This is an optimization exercise on Yosys and OpenROAD, whose aim is a short achievable clock period and few clock cycles, not a production implementation. In this exercise RTL edits were held to simulation tests only and were not proved equivalent to the original. Power and IR drop assume default switching activity.

[design/flow/design.v]
`default_nettype none
module nnrv_if
(
i_clk,
i_rst,
o_ram_rd_addr,
o_ram_rd_en,
o_ram_rd_mask,
i_ram_rd_data,
o_id_instr,
o_id_cur_pc,
i_id_jmp_stall,
i_id_jmp_pc,
i_id_hazard_stall
);
parameter INSTR_WIDTH = 32;
parameter ADDR_WIDTH = 8;
parameter XLEN = 32;
input wire i_clk;
input wire i_rst;
output wire [XLEN-1:0] o_ram_rd_addr;
output wire o_ram_rd_en;
output wire [3:0] o_ram_rd_mask;
input wire [INSTR_WIDTH-1:0] i_ram_rd_data;
output wire [INSTR_WIDTH-1:0] o_id_instr;
output wire [XLEN-1:0] o_id_cur_pc;
input wire i_id_jmp_stall;
input wire [XLEN-1:0] i_id_jmp_pc;
input wire i_id_hazard_stall;
reg [XLEN-1:0] pc;
reg [INSTR_WIDTH-1:0] instr;
reg [XLEN-1:0] cur_pc;
assign o_ram_rd_addr = (i_id_jmp_stall) ? i_id_jmp_pc : (i_id_hazard_stall) ? cur_pc : pc;
assign o_id_instr = instr;
assign o_id_cur_pc = cur_pc;
assign o_ram_rd_en = 1'b1;
assign o_ram_rd_mask = 4'b1111;
always @ (posedge i_clk or posedge i_rst) begin
    if (i_rst) begin
        pc <= {XLEN{1'b0}};
    end else if (i_id_jmp_stall) begin
        pc <= i_id_jmp_pc + 4;
    end else if (i_id_hazard_stall) begin
        pc <= pc;
    end else begin
        pc <= pc + 4;
    end
end
always @ (posedge i_clk or posedge i_rst) begin
    if (i_rst) begin
        instr <= {XLEN{1'b0}};
        cur_pc <= {XLEN{1'b0}};
    end else if (i_id_jmp_stall) begin
        instr <= i_ram_rd_data;
        cur_pc <= i_id_jmp_pc;
    end else if (i_id_hazard_stall) begin
        instr <= i_ram_rd_data;
        cur_pc <= cur_pc;
    end else begin
        instr <= i_ram_rd_data;
        cur_pc <= pc;
    end
end
endmodule
`default_nettype none
module nnrv_reg
(
i_clk,
i_rst,
i_r1_en,
i_r1,
i_r2_en,
i_r2,
i_w_en,
i_w,
i_w_reg,
o_r1_reg,
o_r2_reg
);
parameter XLEN = 32;
parameter REG_NUM = 32;
input wire i_clk;
input wire i_rst;
input wire i_r1_en;
input wire [4:0] i_r1;
input wire i_r2_en;
input wire [4:0] i_r2;
input wire i_w_en;
input wire [4:0] i_w;
input wire [XLEN-1:0] i_w_reg;
output wire [XLEN-1:0] o_r1_reg;
output wire [XLEN-1:0] o_r2_reg;
reg [XLEN-1:0] regs [0:REG_NUM-1];
assign o_r1_reg = (i_r1_en) ? regs[i_r1] : {XLEN{1'b0}};
assign o_r2_reg = (i_r2_en) ? regs[i_r2] : {XLEN{1'b0}};
integer i;
always @ (posedge i_clk or posedge i_rst) begin
    if (i_rst) begin
        for (i = 0; i < REG_NUM; i = i + 1) begin
            regs[i] <= {XLEN{1'b0}};
        end
    end else if (i_w_en && i_w) begin
            regs[i_w] <= i_w_reg;
    end
end
endmodule
`default_nettype none
module nnrv_id
(
i_clk,
i_rst,
i_if_instr,
i_if_pc,
o_if_jmp_stall,
o_if_jmp_pc,
o_if_hazard_stall,
o_exec_pc,
o_exec_op1,
o_exec_op2,
o_exec_type,
o_exec_rd_en,
o_exec_rd,
o_exec_ram_mask,
o_exec_sign,
o_reg_r1_en,
o_reg_r1,
i_reg_r1_reg,
o_reg_r2_en,
o_reg_r2,
i_reg_r2_reg,
i_exec_rd_en,
i_exec_rd_ready,
i_exec_rd,
i_exec_rd_reg,
i_mem_rd_en,
i_mem_rd_ready,
i_mem_rd,
i_mem_rd_reg
);
parameter INSTR_WIDTH = 32;
parameter XLEN = 32;
input wire i_clk;
input wire i_rst;
input wire [INSTR_WIDTH-1:0] i_if_instr;
input wire [XLEN-1:0] i_if_pc;
output wire o_if_jmp_stall;
output wire [XLEN-1:0] o_if_jmp_pc;
output wire o_if_hazard_stall;
output wire [XLEN-1:0] o_exec_pc;
output wire [XLEN-1:0] o_exec_op1;
output wire [XLEN-1:0] o_exec_op2;
output wire [3:0] o_exec_type;
output wire o_exec_rd_en;
output wire [4:0] o_exec_rd;
output wire [3:0] o_exec_ram_mask;
output wire o_exec_sign;
output wire o_reg_r1_en;
output wire [4:0] o_reg_r1;
input wire [XLEN-1:0] i_reg_r1_reg;
output wire o_reg_r2_en;
output wire [4:0] o_reg_r2;
input wire [XLEN-1:0] i_reg_r2_reg;
input wire i_exec_rd_en;
input wire i_exec_rd_ready;
input wire [4:0] i_exec_rd;
input wire [XLEN-1:0]i_exec_rd_reg;
input wire i_mem_rd_en;
input wire i_mem_rd_ready;
input wire [4:0] i_mem_rd;
input wire [XLEN-1:0]i_mem_rd_reg;
wire [6:0] opcode;
wire [4:0] rd_idx;
wire [4:0] rs1_idx;
wire [4:0] rs2_idx;
wire [2:0] funct3;
wire [6:0] funct7;
wire [5:0] imm_30_25;
wire [3:0] imm_24_21;
wire [3:0] imm_11_8;
wire [7:0] imm_19_12;
wire [10:0] imm_30_20;
wire imm_30;
wire imm_20;
wire imm_7;
wire imm_sign;
wire [4:0] shamt_5;
wire [XLEN-1:0] i_imm;
wire [XLEN-1:0] s_imm;
wire [XLEN-1:0] b_imm;
wire [XLEN-1:0] u_imm;
wire [XLEN-1:0] j_imm;
wire [INSTR_WIDTH-1:0] id_instr;
wire rs1_valid;
wire rs2_valid;
wire id_hazard_stall;
wire exec_hazard_stall;
wire exec_rd_rs1_ready;
wire exec_rd_rs2_ready;
wire mem_hazard_stall;
wire mem_rd_rs1_ready;
wire mem_rd_rs2_ready;
wire hazard_stall;
reg [XLEN-1:0] exec_op1;
reg [XLEN-1:0] exec_op2;
reg [3:0] exec_type;
reg exec_rd_en;
reg [4:0] exec_rd;
reg [XLEN-1:0] exec_pc;
reg [3:0] exec_ram_mask;
reg exec_sign;
wire reg_r1_en = 1'b1;
wire reg_r2_en = 1'b1;
reg jmp_stall;
reg [XLEN-1:0] jmp_pc;
wire [XLEN-1:0] r1_reg;
wire [XLEN-1:0] r2_reg;
assign id_instr = (jmp_stall) ? 32'h00000013 : i_if_instr;
assign opcode = id_instr[6:0];
assign rd_idx = id_instr[11:7];
assign rs1_idx = id_instr[19:15];
assign rs2_idx = id_instr[24:20];
assign funct3 = id_instr[14:12];
assign funct7 = id_instr[31:25];
assign imm_30_25 = id_instr[30:25];
assign imm_24_21 = id_instr[24:21];
assign imm_11_8 = id_instr[11:8];
assign imm_19_12 = id_instr[19:12];
assign imm_30_20 = id_instr[30:20];
assign imm_sign = id_instr[31];
assign imm_7 = id_instr[7];
assign imm_20 = id_instr[20];
assign imm_30 = id_instr[30];
assign i_imm =  {{21{imm_sign}}, imm_30_25, imm_24_21, imm_20};
assign s_imm = {{21{imm_sign}}, imm_30_25, imm_11_8, imm_7};
assign b_imm = {{20{imm_sign}}, imm_7, imm_30_25, imm_11_8, 1'b0};
assign u_imm = {imm_sign, imm_30_20, imm_19_12, 12'b0};
assign j_imm = {{12{imm_sign}}, imm_19_12, imm_20, imm_30_25, imm_24_21, 1'b0};
assign shamt_5 = id_instr[24:20];
assign rs1_valid = (opcode == 7'b1100111) || (opcode == 7'b1100011) || (opcode == 7'b0000011)
                        || (opcode == 7'b0100011) || (opcode == 7'b0110011) || (opcode == 7'b0010011);
assign rs2_valid = (opcode == 7'b1100011) || (opcode == 7'b0100011) || (opcode == 7'b0110011);
assign o_if_jmp_stall = jmp_stall;
assign o_if_jmp_pc = jmp_pc;
assign o_reg_r1_en = reg_r1_en;
assign o_reg_r2_en = reg_r2_en;
assign o_reg_r1 = rs1_idx;
assign o_reg_r2 = rs2_idx;
assign o_exec_op1 = exec_op1;
assign o_exec_op2 = exec_op2;
assign o_exec_type = exec_type;
assign o_exec_rd_en = exec_rd_en;
assign o_exec_rd = exec_rd;
assign o_exec_pc = exec_pc;
assign o_exec_ram_mask = exec_ram_mask;
assign o_exec_sign = exec_sign;
assign id_hazard_stall = (exec_rd_en) && (exec_rd != 0) &&
                (((rs1_valid) && (exec_rd == rs1_idx)) || ((rs2_valid) && (exec_rd == rs2_idx)));
assign exec_hazard_stall = (i_exec_rd_en) && (!i_exec_rd_ready) && (i_exec_rd != 0) &&
                (((rs1_valid) && (i_exec_rd == rs1_idx)) || ((rs2_valid) && (i_exec_rd == rs2_idx)));
assign exec_rd_rs1_ready = (i_exec_rd_en) && (i_exec_rd_ready) && (i_exec_rd != 0) && (rs1_valid) && (i_exec_rd == rs1_idx);
assign exec_rd_rs2_ready = (i_exec_rd_en) && (i_exec_rd_ready) && (i_exec_rd != 0) && (rs2_valid) && (i_exec_rd == rs2_idx);
assign mem_hazard_stall = (i_mem_rd_en) && (!i_mem_rd_ready) && (i_mem_rd != 0) &&
                (((rs1_valid) && (i_mem_rd == rs1_idx)) || ((rs2_valid) && (i_mem_rd == rs2_idx)));
assign mem_rd_rs1_ready = (i_mem_rd_en) && (i_mem_rd_ready) && (i_mem_rd != 0) && (rs1_valid) && (i_mem_rd == rs1_idx);
assign mem_rd_rs2_ready = (i_mem_rd_en) && (i_mem_rd_ready) && (i_mem_rd != 0) && (rs2_valid) && (i_mem_rd == rs2_idx);
assign hazard_stall = id_hazard_stall || exec_hazard_stall || mem_hazard_stall;
assign o_if_hazard_stall = hazard_stall;
assign r1_reg = (exec_rd_rs1_ready) ? i_exec_rd_reg : (mem_rd_rs1_ready) ? i_mem_rd_reg : i_reg_r1_reg;
assign r2_reg = (exec_rd_rs2_ready) ? i_exec_rd_reg : (mem_rd_rs2_ready) ? i_mem_rd_reg : i_reg_r2_reg;
always @ (posedge i_clk or posedge i_rst) begin
    if (i_rst) begin
        exec_rd <= 5'b0;
        exec_op1 <= {XLEN{1'b0}};
        exec_op2 <= {XLEN{1'b0}};
        exec_type <= 4'b0000;
        jmp_stall <= 1'b0;
        exec_rd_en <= 1'b0;
        exec_pc <= 0;
        jmp_pc <= 0;
        exec_ram_mask <= 0;
        exec_sign <= 0;
    end else if (hazard_stall) begin
        exec_rd <= 5'b0;
        exec_op1 <= {XLEN{1'b0}};
        exec_op2 <= {XLEN{1'b0}};
        exec_type <= 4'b0000;
        jmp_stall <= 1'b0;
        exec_rd_en <= 1'b0;
        exec_pc <= 0;
        jmp_pc <= 0;
        exec_ram_mask <= 0;
        exec_sign <= 0;
    end else begin
        exec_rd <= rd_idx;
        exec_pc <= i_if_pc;
        case(opcode)
        7'b0010011 :   begin
                    jmp_stall <= 1'b0;
                    exec_op1 <= r1_reg;
                    exec_rd_en <= 1'b1;
                    case(funct3)
                    3'b000: begin
                                exec_type <= 4'b0001;
                                exec_op2 <= i_imm;
                                end
                    3'b010:     begin
                                exec_type <= 4'b0011;
                                exec_op2 <= i_imm;
                                end
                    3'b011:    begin
                                exec_type <= 4'b0100;
                                exec_op2 <= i_imm;
                                end
                    3'b100:     begin
                                exec_type <= 4'b0101;
                                exec_op2 <= i_imm;
                                end
                    3'b110:      begin
                                exec_type <= 4'b0110;
                                exec_op2 <= i_imm;
                                end
                    3'b111:     begin
                                exec_type <= 4'b0111;
                                exec_op2 <= i_imm;
                                end
                    3'b001:     begin
                                exec_type <= 4'b1000;
                                exec_op2 <= shamt_5;
                                end
                    3'b101: begin
                                case(imm_30)
                                1'b0:    begin
                                        exec_type <= 4'b1001;
                                        end
                                1'b1:    begin
                                        exec_type <= 4'b1010;
                                        end
                                endcase
                                exec_op2 <= shamt_5;
                                end
                    endcase
                    end
        7'b0110111      : begin
                    jmp_stall <= 1'b0;
                    exec_op1 <= {XLEN{1'b0}};
                    exec_op2 <= u_imm;
                    exec_type <= 4'b0001;
                    exec_rd_en <= 1'b1;
                    end
        7'b0010111    : begin
                    jmp_stall <= 1'b0;
                    exec_op1 <= i_if_pc;
                    exec_op2 <= u_imm;
                    exec_type <= 4'b0001;
                    exec_rd_en <= 1'b1;
                    end
        7'b0110011       : begin
                    jmp_stall <= 1'b0;
                    exec_op1 <= r1_reg;
                    exec_op2 <= r2_reg;
                    exec_rd_en <= 1'b1;
                    case(funct3)
                    3'b000: begin
                                case(imm_30)
                                1'b0:    begin
                                        exec_type <= 4'b0001;
                                        end
                                1'b1:    begin
                                        exec_type <= 4'b0010;
                                        end
                                endcase
                                end
                    3'b010:     begin
                                exec_type <= 4'b0011;
                                end
                    3'b011:    begin
                                exec_type <= 4'b0100;
                                end
                    3'b100:     begin
                                exec_type <= 4'b0101;
                                end
                    3'b110:      begin
                                exec_type <= 4'b0110;
                                end
                    3'b111:     begin
                                exec_type <= 4'b0111;
                                end
                    3'b001:     begin
                                exec_type <= 4'b1000;
                                exec_op2 <= {{(XLEN-5){1'b0}}, r2_reg[4:0]};
                                end
                    3'b101: begin
                                case(imm_30)
                                1'b0:    begin
                                        exec_type <= 4'b1001;
                                        end
                                1'b1:    begin
                                        exec_type <= 4'b1010;
                                        end
                                endcase
                                exec_op2 <= {{(XLEN-5){1'b0}}, r2_reg[4:0]};
                                end
                    endcase
                    end
        7'b1101111      : begin
                    jmp_stall <= 1'b1;
                    jmp_pc <= j_imm + i_if_pc;
                    exec_type <= 4'b1011;
                    exec_rd_en <= 1'b1;
                    end
        7'b1100111     : begin
                    jmp_stall <= 1'b1;
                    jmp_pc <= (i_imm + r1_reg) & ~{{(XLEN-1){1'b0}}, 1'b1};
                    exec_type <= 4'b1011;
                    exec_rd_en <= 1'b1;
                    end
        7'b1100011   : begin
                    exec_type <= 4'b0000;
                    exec_rd_en <= 1'b0;
                    case(funct3)
                    3'b000:    begin
                                jmp_stall <= (r1_reg == r2_reg);
                                jmp_pc <= i_if_pc + b_imm;
                                end
                    3'b001:    begin
                                jmp_stall <= (r1_reg != r2_reg);
                                jmp_pc <= i_if_pc + b_imm;
                                end
                    3'b100:    begin
                                jmp_stall <= ($signed(r1_reg) < $signed(r2_reg));
                                jmp_pc <= i_if_pc + b_imm;
                                end
                    3'b101:    begin
                                jmp_stall <= ($signed(r1_reg) >= $signed(r2_reg));
                                jmp_pc <= i_if_pc + b_imm;
                                end
                    3'b110:   begin
                                jmp_stall <= (r1_reg < r2_reg);
                                jmp_pc <= i_if_pc + b_imm;
                                end
                    3'b111:   begin
                                jmp_stall <= (r1_reg >= r2_reg);
                                jmp_pc <= i_if_pc + b_imm;
                                end
                    default:    begin
                                jmp_stall <= 1'b0;
                                jmp_pc <= 0;
                                end
                    endcase
                    end
        7'b0000011     : begin
                    jmp_stall <= 1'b0;
                    exec_type <= 4'b1100;
                    exec_rd <= rd_idx;
                    exec_rd_en <= 1'b1;
                    exec_op2 <= r1_reg + i_imm;
                    case(funct3)
                    3'b000:     begin
                                exec_ram_mask <= 4'b0001;
                                exec_sign <= 1'b1;
                                end
                    3'b001:     begin
                                exec_ram_mask <= 4'b0011;
                                exec_sign <= 1'b1;
                                end
                    3'b010:     begin
                                exec_ram_mask <= 4'b1111;
                                exec_sign <= 1'b0;
                                end
                    3'b100:    begin
                                exec_ram_mask <= 4'b0001;
                                exec_sign <= 1'b0;
                                end
                    3'b101:    begin
                                exec_ram_mask <= 4'b0011;
                                exec_sign <= 1'b0;
                                end
                    default:    begin
                                exec_ram_mask <= 4'b1111;
                                exec_sign <= 1'b0;
                                end
                    endcase
                    end
        7'b0100011    : begin
                    jmp_stall <= 1'b0;
                    exec_type <= 4'b1101;
                    exec_rd_en <= 1'b0;
                    exec_op1 <= r2_reg;
                    exec_op2 <= r1_reg + s_imm;
                    exec_sign <= 1'b0;
                    case(funct3)
                    3'b000:     begin
                                exec_ram_mask <= 4'b0001;
                                end
                    3'b001:     begin
                                exec_ram_mask <= 4'b0011;
                                end
                    3'b010:     begin
                                exec_ram_mask <= 4'b1111;
                                end
                    default:    begin
                                exec_ram_mask <= 4'b1111;
                                end
                    endcase
                    end
        default  :  begin
                    jmp_stall <= 1'b0;
                    exec_type <= 4'b0000;
                    exec_rd_en <= 1'b0;
                    end
        endcase
    end
end
endmodule
`default_nettype none
module nnrv_exec
(
i_clk,
i_rst,
i_id_op1,
i_id_op2,
i_id_exec_type,
i_id_ram_mask,
i_id_sign,
i_id_rd,
i_id_rd_en,
i_id_pc,
o_id_rd_en,
o_id_rd_ready,
o_id_rd,
o_id_rd_reg,
o_mem_rd_en,
o_mem_rd,
o_mem_rd_reg,
o_mem_ram_wr_en,
o_mem_ram_rd_en,
o_mem_ram_addr,
o_mem_ram_data,
o_mem_ram_mask,
o_mem_sign
);
parameter XLEN = 32;
parameter ADDR_WIDTH = 8;
input wire i_clk;
input wire i_rst;
input wire [XLEN-1:0] i_id_op1;
input wire [XLEN-1:0] i_id_op2;
input wire [3:0] i_id_exec_type;
input wire [3:0] i_id_ram_mask;
input wire i_id_sign;
input wire [4:0] i_id_rd;
input wire i_id_rd_en;
input wire [XLEN-1:0] i_id_pc;
output wire o_id_rd_en;
output wire o_id_rd_ready;
output wire [4:0] o_id_rd;
output wire [XLEN-1:0] o_id_rd_reg;
output wire o_mem_rd_en;
output wire [4:0] o_mem_rd;
output wire [XLEN-1:0] o_mem_rd_reg;
output wire o_mem_ram_wr_en;
output wire o_mem_ram_rd_en;
output wire [XLEN-1:0] o_mem_ram_addr;
output wire [XLEN-1:0] o_mem_ram_data;
output wire [3:0] o_mem_ram_mask;
output wire o_mem_sign;
reg rd_en;
reg [4:0] rd;
reg [XLEN-1:0] rd_reg;
wire [XLEN-1:0] ram_full_mask;
wire [1:0] op2_shift;
wire [4:0] op2_full_shift;
reg mem_ram_wr_en;
reg mem_ram_rd_en;
reg [XLEN-1:0] mem_ram_addr;
reg [XLEN-1:0] mem_ram_data;
reg [3:0] mem_ram_mask;
reg mem_sign;
reg rd_ready;
assign o_mem_rd_en = rd_en;
assign o_mem_rd = rd;
assign o_mem_rd_reg = rd_reg;
assign ram_full_mask = {{8{i_id_ram_mask[3]}}, {8{i_id_ram_mask[2]}}, {8{i_id_ram_mask[1]}}, {8{i_id_ram_mask[0]}}};
assign op2_shift = i_id_op2[1:0];
assign op2_full_shift = {3'b000, op2_shift} << 3;
assign o_mem_ram_wr_en = mem_ram_wr_en;
assign o_mem_ram_rd_en = mem_ram_rd_en;
assign o_mem_ram_addr = mem_ram_addr;
assign o_mem_ram_data = mem_ram_data;
assign o_mem_ram_mask = mem_ram_mask;
assign o_mem_sign = mem_sign;
assign o_id_rd_en = rd_en;
assign o_id_rd_ready = rd_ready;
assign o_id_rd = rd;
assign o_id_rd_reg = rd_reg;
always @ (posedge i_clk or posedge i_rst) begin
    if (i_rst) begin
        rd_reg <= {XLEN{1'b0}};
        rd_en <= 1'b0;
        rd <= 5'b0;
        rd_ready <= 1'b0;
        mem_ram_rd_en <= 1'b0;
        mem_ram_wr_en <= 1'b0;
        mem_ram_addr <= 0;
        mem_ram_mask <= 0;
        mem_sign <= 0;
        mem_ram_data <= 0;
    end else begin
        rd <= i_id_rd;
        rd_en <= i_id_rd_en;
        case(i_id_exec_type)
        4'b0010  : begin
                   rd_reg <= i_id_op1 - i_id_op2;
                   mem_ram_rd_en <= 1'b0;
                   mem_ram_wr_en <= 1'b0;
                   rd_ready <= 1'b1;
                   end
        4'b0001  : begin
                   rd_reg <= (i_id_op1 + i_id_op2);
                   mem_ram_rd_en <= 1'b0;
                   mem_ram_wr_en <= 1'b0;
                   rd_ready <= 1'b1;
                   end
        4'b0011  : begin
                   rd_reg <= ($signed(i_id_op1) < $signed(i_id_op2));
                   mem_ram_rd_en <= 1'b0;
                   mem_ram_wr_en <= 1'b0;
                   rd_ready <= 1'b1;
                   end
        4'b0100 : begin
                   rd_reg <= (i_id_op1 < i_id_op2);
                   mem_ram_rd_en <= 1'b0;
                   mem_ram_wr_en <= 1'b0;
                   rd_ready <= 1'b1;
                   end
        4'b0101  : begin
                   rd_reg <= i_id_op1 ^ i_id_op2;
                   mem_ram_rd_en <= 1'b0;
                   mem_ram_wr_en <= 1'b0;
                   rd_ready <= 1'b1;
                   end
        4'b0110   : begin
                   rd_reg <= i_id_op1 | i_id_op2;
                   mem_ram_rd_en <= 1'b0;
                   mem_ram_wr_en <= 1'b0;
                   rd_ready <= 1'b1;
                   end
        4'b0111  : begin
                   rd_reg <= i_id_op1 & i_id_op2;
                   mem_ram_rd_en <= 1'b0;
                   mem_ram_wr_en <= 1'b0;
                   rd_ready <= 1'b1;
                   end
        4'b1000  : begin
                   rd_reg <= i_id_op1 << i_id_op2;
                   mem_ram_rd_en <= 1'b0;
                   mem_ram_wr_en <= 1'b0;
                   rd_ready <= 1'b1;
                   end
        4'b1001  : begin
                   rd_reg <= i_id_op1 >> i_id_op2;
                   mem_ram_rd_en <= 1'b0;
                   mem_ram_wr_en <= 1'b0;
                   rd_ready <= 1'b1;
                   end
        4'b1010  : begin
                   rd_reg <= $signed(i_id_op1) >>> i_id_op2;
                   mem_ram_rd_en <= 1'b0;
                   mem_ram_wr_en <= 1'b0;
                   rd_ready <= 1'b1;
                   end
        4'b1011  : begin
                   rd_reg <= i_id_pc + 4;
                   mem_ram_rd_en <= 1'b0;
                   mem_ram_wr_en <= 1'b0;
                   rd_ready <= 1'b1;
                   end
        4'b1100 : begin
                   mem_ram_rd_en <= 1'b1;
                   mem_ram_wr_en <= 1'b0;
                   mem_ram_addr <= i_id_op2;
                   mem_ram_mask <= i_id_ram_mask << op2_shift;
                   mem_sign <= i_id_sign;
                   rd_ready <= 1'b0;
                   end
        4'b1101: begin
                   mem_ram_rd_en <= 1'b0;
                   mem_ram_wr_en <= 1'b1;
                   mem_ram_addr <= i_id_op2;
                   mem_ram_data <= (i_id_op1 & ram_full_mask) << op2_full_shift;
                   mem_ram_mask <= i_id_ram_mask << op2_shift;
                   mem_sign <= i_id_sign;
                   rd_ready <= 1'b0;
                   end
        default  : begin
                   rd_reg <= {XLEN{1'b0}};
                   mem_ram_rd_en <= 1'b0;
                   mem_ram_wr_en <= 1'b0;
                   rd_ready <= 1'b0;
                   end
        endcase
    end
end
endmodule
`default_nettype none
module nnrv_mem
(
i_clk,
i_rst,
o_id_rd_en,
o_id_rd_ready,
o_id_rd,
o_id_rd_reg,
i_exec_rd_en,
i_exec_rd,
i_exec_rd_reg,
i_exec_ram_wr_en,
i_exec_ram_rd_en,
i_exec_ram_addr,
i_exec_ram_data,
i_exec_ram_mask,
i_exec_sign,
o_ram_rd_addr,
o_ram_rd_en,
o_ram_rd_mask,
i_ram_rd_data,
o_ram_wr_addr,
o_ram_wr_en,
o_ram_wr_mask,
o_ram_wr_data,
o_wb_rd_en,
o_wb_rd,
o_wb_rd_reg
);
parameter XLEN = 32;
input wire i_clk;
input wire i_rst;
output wire o_id_rd_en;
output wire o_id_rd_ready;
output wire [4:0] o_id_rd;
output wire [XLEN-1:0] o_id_rd_reg;
input wire i_exec_rd_en;
input wire [4:0] i_exec_rd;
input wire [XLEN-1:0] i_exec_rd_reg;
input wire i_exec_ram_wr_en;
input wire i_exec_ram_rd_en;
input wire [XLEN-1:0] i_exec_ram_addr;
input wire [XLEN-1:0] i_exec_ram_data;
input wire [3:0] i_exec_ram_mask;
input wire i_exec_sign;
output wire [XLEN-1:0] o_ram_rd_addr;
output wire o_ram_rd_en;
output wire [3:0] o_ram_rd_mask;
input wire [XLEN-1:0] i_ram_rd_data;
output wire [XLEN-1:0] o_ram_wr_addr;
output wire o_ram_wr_en;
output wire [3:0] o_ram_wr_mask;
output wire [XLEN-1:0] o_ram_wr_data;
output wire o_wb_rd_en;
output wire [4:0] o_wb_rd;
output wire [XLEN-1:0] o_wb_rd_reg;
reg rd_en;
reg [4:0] rd;
reg [XLEN-1:0] rd_reg;
reg [XLEN-1:0] rd_reg_exec;
reg [XLEN-1:0] rd_reg_nosign;
reg [4:0] mask_bits;
reg [4:0] right_shift;
reg rd_ready;
reg ram_rd_en;
reg sign;
assign o_wb_rd_en = rd_en;
assign o_wb_rd = rd;
assign o_wb_rd_reg = rd_reg;
assign o_ram_rd_en = i_exec_ram_rd_en;
assign o_ram_rd_addr = i_exec_ram_addr;
assign o_ram_rd_mask = i_exec_ram_mask;
assign o_ram_wr_en = i_exec_ram_wr_en;
assign o_ram_wr_addr = i_exec_ram_addr;
assign o_ram_wr_mask = i_exec_ram_mask;
assign o_ram_wr_data = i_exec_ram_data;
assign o_id_rd_en = rd_en;
assign o_id_rd_ready = rd_ready;
assign o_id_rd = rd;
assign o_id_rd_reg = rd_reg;
always @ * begin
    if (o_ram_rd_mask[0] == 1'b1) begin
        right_shift = 0;
    end else if (o_ram_rd_mask[1:0] == 2'b10) begin
        right_shift = 8;
    end else if (o_ram_rd_mask[2:0] == 3'b100) begin
        right_shift = 16;
    end else if (o_ram_rd_mask[3:0] == 4'b1000) begin
        right_shift = 24;
    end else begin
        right_shift = 0;
    end
end
always @ * begin
    rd_reg = {XLEN{1'b0}};
    if (ram_rd_en) begin
        if (sign) begin
            case (mask_bits)
                8:  rd_reg = {{24{rd_reg_nosign[7]}}, rd_reg_nosign[7:0]};
                16: rd_reg = {{16{rd_reg_nosign[15]}}, rd_reg_nosign[15:0]};
                default: rd_reg = rd_reg_nosign;
            endcase
        end else begin
            rd_reg = rd_reg_nosign;
        end
    end else begin
        rd_reg = rd_reg_exec;
    end
end
always @ (posedge i_clk or posedge i_rst) begin
    if (i_rst) begin
        rd_en <= 1'b0;
        rd <= 5'b0;
        rd_reg_exec <= {XLEN{1'b0}};
        rd_ready <= 1'b0;
        ram_rd_en <= 1'b0;
        sign <= 1'b0;
        mask_bits <= 0;
        rd_reg_nosign <= 0;
    end else begin
        rd_en <= i_exec_rd_en;
        rd <= i_exec_rd;
        ram_rd_en <= i_exec_ram_rd_en;
        sign <= i_exec_sign;
        if (i_exec_ram_rd_en) begin
            case(i_exec_ram_mask)
                4'b0001, 4'b0010, 4'b0100, 4'b1000 : mask_bits <= 8;
                4'b0011, 4'b0110, 4'b1100          : mask_bits <= 16;
                default : mask_bits <= 32;
            endcase
            rd_reg_nosign <= (i_ram_rd_data >> right_shift);
            rd_ready <= 1'b1;
        end else begin
            rd_reg_exec <= i_exec_rd_reg;
            rd_ready <= 1'b1;
            mask_bits <= 0;
            rd_reg_nosign <= 0;
        end
    end
end
endmodule
`default_nettype none
module nnrv_wb
(
i_clk,
i_rst,
i_mem_rd_en,
i_mem_rd,
i_mem_rd_reg,
o_reg_w_en,
o_reg_w,
o_reg_w_reg
);
parameter XLEN = 32;
input wire i_clk;
input wire i_rst;
input wire i_mem_rd_en;
input wire [4:0] i_mem_rd;
input wire [XLEN-1:0] i_mem_rd_reg;
output wire o_reg_w_en;
output wire [4:0] o_reg_w;
output wire [XLEN-1:0] o_reg_w_reg;
assign o_reg_w_en = i_mem_rd_en;
assign o_reg_w = i_mem_rd;
assign o_reg_w_reg = i_mem_rd_reg;
endmodule
`default_nettype none
module nnrv_top
(
i_clk,
i_rst,
o_imem_addr,
i_imem_data,
o_dmem_addr,
o_dmem_rd_en,
o_dmem_wr_en,
o_dmem_mask,
o_dmem_wdata,
i_dmem_rdata
);
parameter INSTR_WIDTH = 32;
parameter ADDR_WIDTH = 8;
parameter XLEN = 32;
input wire i_clk;
input wire i_rst;
output wire [XLEN-1:0] o_imem_addr;
input wire [INSTR_WIDTH-1:0] i_imem_data;
output wire [XLEN-1:0] o_dmem_addr;
output wire o_dmem_rd_en;
output wire o_dmem_wr_en;
output wire [3:0] o_dmem_mask;
output wire [XLEN-1:0] o_dmem_wdata;
input wire [XLEN-1:0] i_dmem_rdata;
wire [XLEN-1:0] ram_rd1_addr;
wire ram_rd1_en;
wire [3:0] ram_rd1_mask;
wire [INSTR_WIDTH-1:0] ram_rd1_data;
wire [XLEN-1:0] ram_rd2_addr;
wire ram_rd2_en;
wire [3:0] ram_rd2_mask;
wire [INSTR_WIDTH-1:0] ram_rd2_data;
wire [XLEN-1:0] ram_wr_addr;
wire ram_wr_en;
wire [3:0] ram_wr_mask;
wire [INSTR_WIDTH-1:0] ram_wr_data;
wire [INSTR_WIDTH-1:0] if_instr;
wire [XLEN-1:0] if_cur_pc;
wire id_reg_r1_en;
wire id_reg_r2_en;
wire [4:0] id_reg_r1;
wire [XLEN-1:0] id_reg_r1_reg;
wire [4:0] id_reg_r2;
wire [XLEN-1:0] id_reg_r2_reg;
wire id_jmp_stall;
wire [XLEN-1:0] id_jmp_pc;
wire [XLEN-1:0] id_exec_op1;
wire [XLEN-1:0] id_exec_op2;
wire [3:0] id_exec_type;
wire [4:0] id_exec_rd;
wire id_exec_rd_en;
wire [3:0] id_exec_ram_mask;
wire id_exec_sign;
wire [XLEN-1:0] i_id_pc;
wire exec_mem_rd_en;
wire [4:0] exec_mem_rd;
wire [XLEN-1:0] exec_mem_rd_reg;
wire exec_mem_ram_wr_en;
wire exec_mem_ram_rd_en;
wire [XLEN-1:0] exec_mem_ram_addr;
wire [XLEN-1:0] exec_mem_ram_data;
wire [3:0] exec_mem_ram_mask;
wire exec_mem_sign;
wire exec_id_hazard_stall;
wire exec_id_rd_en;
wire exec_id_rd_ready;
wire [4:0] exec_id_rd;
wire [XLEN-1:0] exec_id_rd_reg;
wire mem_wb_rd_en;
wire [4:0] mem_wb_rd;
wire [XLEN-1:0] mem_wb_rd_reg;
wire mem_id_rd_en;
wire mem_id_rd_ready;
wire [4:0] mem_id_rd;
wire [XLEN-1:0] mem_id_rd_reg;
wire wb_reg_rd_en;
wire [4:0] wb_reg_rd;
wire [XLEN-1:0] wb_reg_rd_reg;
wire [XLEN-1:0] ram_rd2_full_mask;
assign o_imem_addr = ram_rd1_addr;
assign ram_rd1_data = i_imem_data;
assign ram_rd2_full_mask = {{8{ram_rd2_mask[3]}}, {8{ram_rd2_mask[2]}}, {8{ram_rd2_mask[1]}}, {8{ram_rd2_mask[0]}}};
assign ram_rd2_data = (ram_rd2_en) ? (i_dmem_rdata & ram_rd2_full_mask) : {XLEN{1'b0}};
assign o_dmem_addr = ram_wr_addr;
assign o_dmem_rd_en = ram_rd2_en;
assign o_dmem_wr_en = ram_wr_en;
assign o_dmem_mask = ram_wr_mask;
assign o_dmem_wdata = ram_wr_data;
nnrv_if nnrv_if (
    .i_clk(i_clk),
    .i_rst(i_rst),
    .o_ram_rd_addr(ram_rd1_addr),
    .o_ram_rd_en(ram_rd1_en),
    .o_ram_rd_mask(ram_rd1_mask),
    .i_ram_rd_data(ram_rd1_data),
    .o_id_instr(if_instr),
    .o_id_cur_pc(if_cur_pc),
    .i_id_jmp_stall(id_jmp_stall),
    .i_id_jmp_pc(id_jmp_pc),
    .i_id_hazard_stall(exec_id_hazard_stall)
);
nnrv_reg nnrv_reg (
    .i_clk(i_clk),
    .i_rst(i_rst),
    .i_r1_en(id_reg_r1_en),
    .i_r1(id_reg_r1),
    .i_r2_en(id_reg_r2_en),
    .i_r2(id_reg_r2),
    .i_w_en(wb_reg_rd_en),
    .i_w(wb_reg_rd),
    .i_w_reg(wb_reg_rd_reg),
    .o_r1_reg(id_reg_r1_reg),
    .o_r2_reg(id_reg_r2_reg)
);
nnrv_id nnrv_id (
    .i_clk(i_clk),
    .i_rst(i_rst),
    .i_if_instr(if_instr),
    .i_if_pc(if_cur_pc),
    .o_if_jmp_stall(id_jmp_stall),
    .o_if_jmp_pc(id_jmp_pc),
    .o_if_hazard_stall(exec_id_hazard_stall),
    .o_exec_pc(i_id_pc),
    .o_exec_op1(id_exec_op1),
    .o_exec_op2(id_exec_op2),
    .o_exec_type(id_exec_type),
    .o_exec_rd_en(id_exec_rd_en),
    .o_exec_rd(id_exec_rd),
    .o_exec_ram_mask(id_exec_ram_mask),
    .o_exec_sign(id_exec_sign),
    .o_reg_r1_en(id_reg_r1_en),
    .o_reg_r1(id_reg_r1),
    .i_reg_r1_reg(id_reg_r1_reg),
    .o_reg_r2_en(id_reg_r2_en),
    .o_reg_r2(id_reg_r2),
    .i_reg_r2_reg(id_reg_r2_reg),
    .i_exec_rd_en(exec_id_rd_en),
    .i_exec_rd_ready(exec_id_rd_ready),
    .i_exec_rd(exec_id_rd),
    .i_exec_rd_reg(exec_id_rd_reg),
    .i_mem_rd_en(mem_id_rd_en),
    .i_mem_rd_ready(mem_id_rd_ready),
    .i_mem_rd(mem_id_rd),
    .i_mem_rd_reg(mem_id_rd_reg)
);
nnrv_exec nnrv_exec (
    .i_clk(i_clk),
    .i_rst(i_rst),
    .i_id_op1(id_exec_op1),
    .i_id_op2(id_exec_op2),
    .i_id_exec_type(id_exec_type),
    .i_id_ram_mask(id_exec_ram_mask),
    .i_id_sign(id_exec_sign),
    .i_id_rd(id_exec_rd),
    .i_id_rd_en(id_exec_rd_en),
    .i_id_pc(i_id_pc),
    .o_id_rd_en(exec_id_rd_en),
    .o_id_rd_ready(exec_id_rd_ready),
    .o_id_rd(exec_id_rd),
    .o_id_rd_reg(exec_id_rd_reg),
    .o_mem_rd_en(exec_mem_rd_en),
    .o_mem_rd(exec_mem_rd),
    .o_mem_rd_reg(exec_mem_rd_reg),
    .o_mem_ram_wr_en(exec_mem_ram_wr_en),
    .o_mem_ram_rd_en(exec_mem_ram_rd_en),
    .o_mem_ram_addr(exec_mem_ram_addr),
    .o_mem_ram_data(exec_mem_ram_data),
    .o_mem_ram_mask(exec_mem_ram_mask),
    .o_mem_sign(exec_mem_sign)
);
nnrv_mem nnrv_mem (
    .i_clk(i_clk),
    .i_rst(i_rst),
    .o_id_rd_en(mem_id_rd_en),
    .o_id_rd_ready(mem_id_rd_ready),
    .o_id_rd(mem_id_rd),
    .o_id_rd_reg(mem_id_rd_reg),
    .i_exec_rd_en(exec_mem_rd_en),
    .i_exec_rd(exec_mem_rd),
    .i_exec_rd_reg(exec_mem_rd_reg),
    .i_exec_ram_wr_en(exec_mem_ram_wr_en),
    .i_exec_ram_rd_en(exec_mem_ram_rd_en),
    .i_exec_ram_addr(exec_mem_ram_addr),
    .i_exec_ram_data(exec_mem_ram_data),
    .i_exec_ram_mask(exec_mem_ram_mask),
    .i_exec_sign(exec_mem_sign),
    .o_ram_rd_addr(ram_rd2_addr),
    .o_ram_rd_en(ram_rd2_en),
    .o_ram_rd_mask(ram_rd2_mask),
    .i_ram_rd_data(ram_rd2_data),
    .o_ram_wr_addr(ram_wr_addr),
    .o_ram_wr_en(ram_wr_en),
    .o_ram_wr_mask(ram_wr_mask),
    .o_ram_wr_data(ram_wr_data),
    .o_wb_rd_en(mem_wb_rd_en),
    .o_wb_rd(mem_wb_rd),
    .o_wb_rd_reg(mem_wb_rd_reg)
);
nnrv_wb nnrv_wb (
    .i_clk(i_clk),
    .i_rst(i_rst),
    .i_mem_rd_en(mem_wb_rd_en),
    .i_mem_rd(mem_wb_rd),
    .i_mem_rd_reg(mem_wb_rd_reg),
    .o_reg_w_en(wb_reg_rd_en),
    .o_reg_w(wb_reg_rd),
    .o_reg_w_reg(wb_reg_rd_reg)
);
endmodule
[design/flow/run.sh]
#!/bin/bash
# synth_recipe.tcl (not shown) runs the flow's synth.tcl, then flattens the netlist and writes it again
# the make line also repeats each setting of config.mk as NAME=value (left out here)
make -C /OpenROAD-flow-scripts/flow DESIGN_CONFIG=/design/flow/config.mk WORK_HOME=/design/flow/orfs CLKGATE_MAP_FILE= SYNTH_SCRIPT=/design/flow/synth_recipe.tcl finish
[design/flow/config.mk]
export PLATFORM = sky130hd
export DESIGN_NAME = nnrv_top
export DESIGN_NICKNAME = nnrv_top
export VERILOG_FILES = /design/flow/design.v
export SDC_FILE = /design/flow/constraint.sdc
export NUM_CORES = 4
export LEC_CHECK = 0
export CAP_MARGIN = 20
export CORE_MARGIN = 2
export CORE_UTILIZATION = 25
export PLACE_DENSITY = 0.5
export SLEW_MARGIN = 20
[design/flow/constraint.sdc]
create_clock -name core_clock -period 10.0 [get_ports {i_clk}]
set_input_delay 2.0000 -clock core_clock [delete_from_list [all_inputs] [get_ports {i_clk}]]
set_output_delay 2.0000 -clock core_clock [all_outputs]
set_load 0.01 [all_outputs]
==> notes.md <==
==> worst max path at each step <==
stage | from | end | slack, ns | cells after the start
floorplan | i_rst | nnrv_exec.mem_ram_addr[0]$_DFFE_PP0P_ | -12.04 | 1
global placement | nnrv_id.jmp_stall$_DFF_PP0_ | nnrv_id.jmp_stall$_DFF_PP0_ | 2.06 | 22
detailed placement | nnrv_if.instr[17]$_DFF_PP0_ | nnrv_id.exec_op2[19]$_DFFE_PP0P_ | 2.32 | 21
CTS | nnrv_if.instr[17]$_DFF_PP0_ | nnrv_id.exec_op2[27]$_DFFE_PP0P_ | 2.28 | 21
global route | nnrv_id.jmp_stall$_DFF_PP0_ | nnrv_id.jmp_stall$_DFF_PP0_ | 1.65 | 22
finish | nnrv_id.jmp_stall$_DFF_PP0_ | nnrv_id.jmp_stall$_DFF_PP0_ | 1.82 | 21
==> cell type report <==
| cell class | instances | area, um^2 | share of cell area, % |
|---|---|---|---|
| Timing Repair Buffer | 475 | 4270 | 4.36 |
| Tap cell | 4536 | 5680 | 5.79 |
| Clock buffer | 233 | 4860 | 4.96 |
| Antenna cell | 30 | 75.1 | 0.0766 |
| Sequential cell | 1448 | 36300 | 37.0 |
| Clock inverter | 59 | 818 | 0.835 |
| Multi-Input combinational cell | 7480 | 45300 | 46.3 |
| Inverter | 178 | 672 | 0.686 |
==> stage by stage <==
stage          utilization, %  power, mW  setup slack (ns)  instances
2_1_floorplan               -       8.97            -12.04      10100
3_3_place_gp             27.1       10.8              2.06      14100
3_5_place_dp             27.1       10.8              2.32      14100
4_1_cts                  28.8       17.4              2.28      14400
5_1_grt                  28.8       18.0              1.65      14400
6_report                 28.9       17.5              1.82      14400
==> cells in the mapped netlist (all sizes together) (57+ instances only) <==
cell type	count	area (um^2)
nand2	1786	6710
o21ai	1494	7480
dfrtp	1448	36200
a22oi	964	7240
clkbuf	731	2750
nor2	453	1700
a21oi	434	2180
buf	213	1070
ha	204	2550
nand3	184	921
inv	177	664
nand4	176	1100
nor3	125	631
a211oi	100	761
xnor2	97	850
and2	93	584
a221oi	85	744
and3	76	475
xor2	75	657
a22o	74	648
nor2b	74	463
mux2	72	811
a222oi	70	701
a21o	61	459
o211ai	59	443
a31oi	57	357
==> cells by family after synthesis <==
group,count (synthesis)
adder cells (fa/ha/maj),214
buffers and inverters,1122
flip-flops,1448
XOR/XNOR,172
other,1
AO/OA/AOI/OAI,3764
multiplexers,160
AND/OR/NAND/NOR,3169
==> cell usage in the layout (no fill, tap or decap), types with 69 or more instances in the layout <==
master	instances
a211oi_1	97
a21oi_1	431
a221oi_1	85
a222oi_1	70
a22o_1	74
a22oi_1	964
and3_1	69
buf_4	286
clkbuf_16	174
clkdlybuf4s50_1	167
dfrtp_1	1441
ha_1	204
inv_1	174
mux2_2	72
nand2_1	1762
nand3_1	175
nand4_1	176
nor2_1	426
nor2b_1	73
nor3_1	116
o21ai_0	1448
xnor2_1	97
xor2_1	75
==> layer usage <==
layer / track usage (%) / up-vias
li1: - / 36200
met1: 38.0 / 43100
met2: 39.4 / 6423
met3: 8.72 / 1707
met4: 16.1 / 42
met5: 0 / -
==> power breakdown <==
group | internal [mW] | switching (mW) | leakage, nW
Sequential | 6.26 | 0.868 | 19.8
Combinational | 1.14 | 2.58 | 17.3
Clock | 3.86 | 2.78 | 2.78
Total | 11.3 | 6.23 | 39.9
==> worst reg2reg max path: stages (launching register included) <==
cell and delay [ns]:
dfrtp_4 0.66, buf_4 0.35, nand2b_1 0.36, inv_1 0.54, and3_2 0.94, buf_4 0.62, a22oi_1 0.27, nand2_1 0.15
a2111oi_0 0.10, nand3_1 0.41, o21ai_0 0.14, o21ai_1 0.69, inv_1 0.11, ha_1 0.31, and4_1 0.23, nand3_1 0.11
or3_1 0.45, o311ai_0 0.98, nand3_1 0.18, a31oi_1 0.24, o21ai_0 0.12, a21oi_1 0.17
==> flow_summary.toml <==
[sta]
slew_headroom_pct = 16.7
hold_viol = 0
tns_ns = 0
whs_ns = 0.390
fmax_mhz = 122
rsz0062_at_grt = "no"
finalCritPeriodShare_pct = 81.8
skew_ns = 0.0970
slew_viol_final = 0
period_minus_slack_ns = 8.18
setup-violations-final = 0
tightest_slew_ns = 1.25

[place]
dpl.hpwl_mm = 338
place.gp.congestion = 1.02
port_buffers = 167
placed_cell_area_um2 = 92100

[critical_path]
worst_setup_path_end_kind = "register"
cp.arrival_ns = 8.96
slowest_stage = "o311ai_0"
crit_chain = "buf_4, nand2b_1, inv_1, and3_2, buf_4, a22oi_1, nand2_1, a2111oi_0, nand3_1, o21ai_0, o21ai_1, inv_1, ha_1, and4_1, nand3_1, or3_1, o311ai_0, nand3_1, a31oi_1, o21ai_0, a21oi_1"
rrSetupSlack_ns = 1.82
crit_fanout = 42
critical_path.top_delay_family = "simple AND/OR/NAND/NOR gates"
worstPathRequired_ns = 10.78
reg2reg_to = "nnrv_id.jmp_stall$_DFF_PP0_"
worstSetupPathType = "reg -> reg"
path_buf_inv = 4
reg2reg_depth = 21
slowest_delay_ns = 0.98
crit_path_frequent_cell = "nand3_1"
cp-start-kind = "register"
r2r-start = "nnrv_id.jmp_stall$_DFF_PP0_"

[finish]
nets = 10000
num-fill-cells = 36400
drive_gt1_share_pct = 8.94
largest_reg_flops = 1024
post-route-cell-area_um2 = 98000
area_growth_syn_to_layout_pct = 15.0

[die]
ios = 168
initial_utilization_pct = 25.1
coreArea_um2 = 340000
die-area_um2 = 346000
die_width_um = 588
rows = 214
die_h_um = 588

[routing]
routed-via-count = 87400
wirelength_mm = 506
drc = 0
vias_per_cell = 6.05
wl_per_cell_um = 35.0
highest_layer = "met5"
ant_nets = 0
dr.first_iter.drc_count = 15500
drt-met1-wl_mm = 207
dr_wl_met3_mm = 60.1
dr_wl_met2_mm = 203
first_pass_iters = 13

[synth]
avgSynthCellArea_um2 = 8.48
synth_top_family_by_area = "compound AO/OA/AOI/OAI gates"
seq_area_frac_synth_pct = 42.5
synthMuxAreaShare_pct = 2.47
syn_nets = 10300
synth_ff_type = "dfrtp_1"
synth_compound_gate_area_share_pct = 28.3
synth.cell_area_um2 = 85200
syn_inst = 10100
yosysWarnings = 6
yosysUniqueCellTypes = 102
ys_ff_latch = 1448
yosys.area_share.simple_pct = 16.5
synth_fa_ha_area_share_pct = 3.17
synthArstFlopShare_pct = 100
synth-xor-area-share_pct = 1.77
synth_edf_count = 0

[cts]
clock_path_buffers = 4
ctsHoldBuffers = 0
cts_tree = "built"
cts_made_buffers = 174
post_cts_buffers = 0
h-tree-depth = 4
clk_latency_ns = 0.91
cts_sinks = 1448
clk_pin_slew_ns = 0.07
cts_resized = 0
root_buffer = "clkbuf_16"

[grt]
grt_util_all_layers_pct = 28.1
grt_pass1_wl_mm = 691
overflow = 0
grt_pass1_vias = 81200
antenna_found_initial = 57
grt_max_degree = 170

[hold_path]
hold_end = "nnrv_mem.sign$_DFF_PP0_"
min_path_cells = 0
hp-class = "reg -> reg"
min_from = "nnrv_exec.mem_sign$_DFFE_PP0P_"

[power]
p_per_area_nw_per_um2 = 178
power.leakage_nw = 39.9
peakVddDrop_mv = 0.123

[flow_run]
cap_violations = 0

[run_status]
status = "complete, no violations"
Testbench counts, summed over its fixed seeds: cycles 56,984.

[separate check: timing with driven ports]
Ports are ideal in the flow. The routed layout listed here was re-timed in OpenROAD. Step 1 assumes that a clkbuf_16 drives the clock port and a buf_2 every other input. Step 2 also shifts input and output timing later by t, the mid clock arrival at the registers, as if the neighbouring blocks saw the same clock. Slacks: no drivers / after step 1 / after step 2; pairs: no drivers / after step 1.
t, ns: 0.952
setup WS [ns]: 1.816 / 1.816 / 1.816
worst hold slack (ns): 0.390 / 0.390 / 0.390
After both steps setup and hold are still met in this run. The setup slack of this run moves by 0.000 ns with the drivers and by 0.000 ns with both steps.
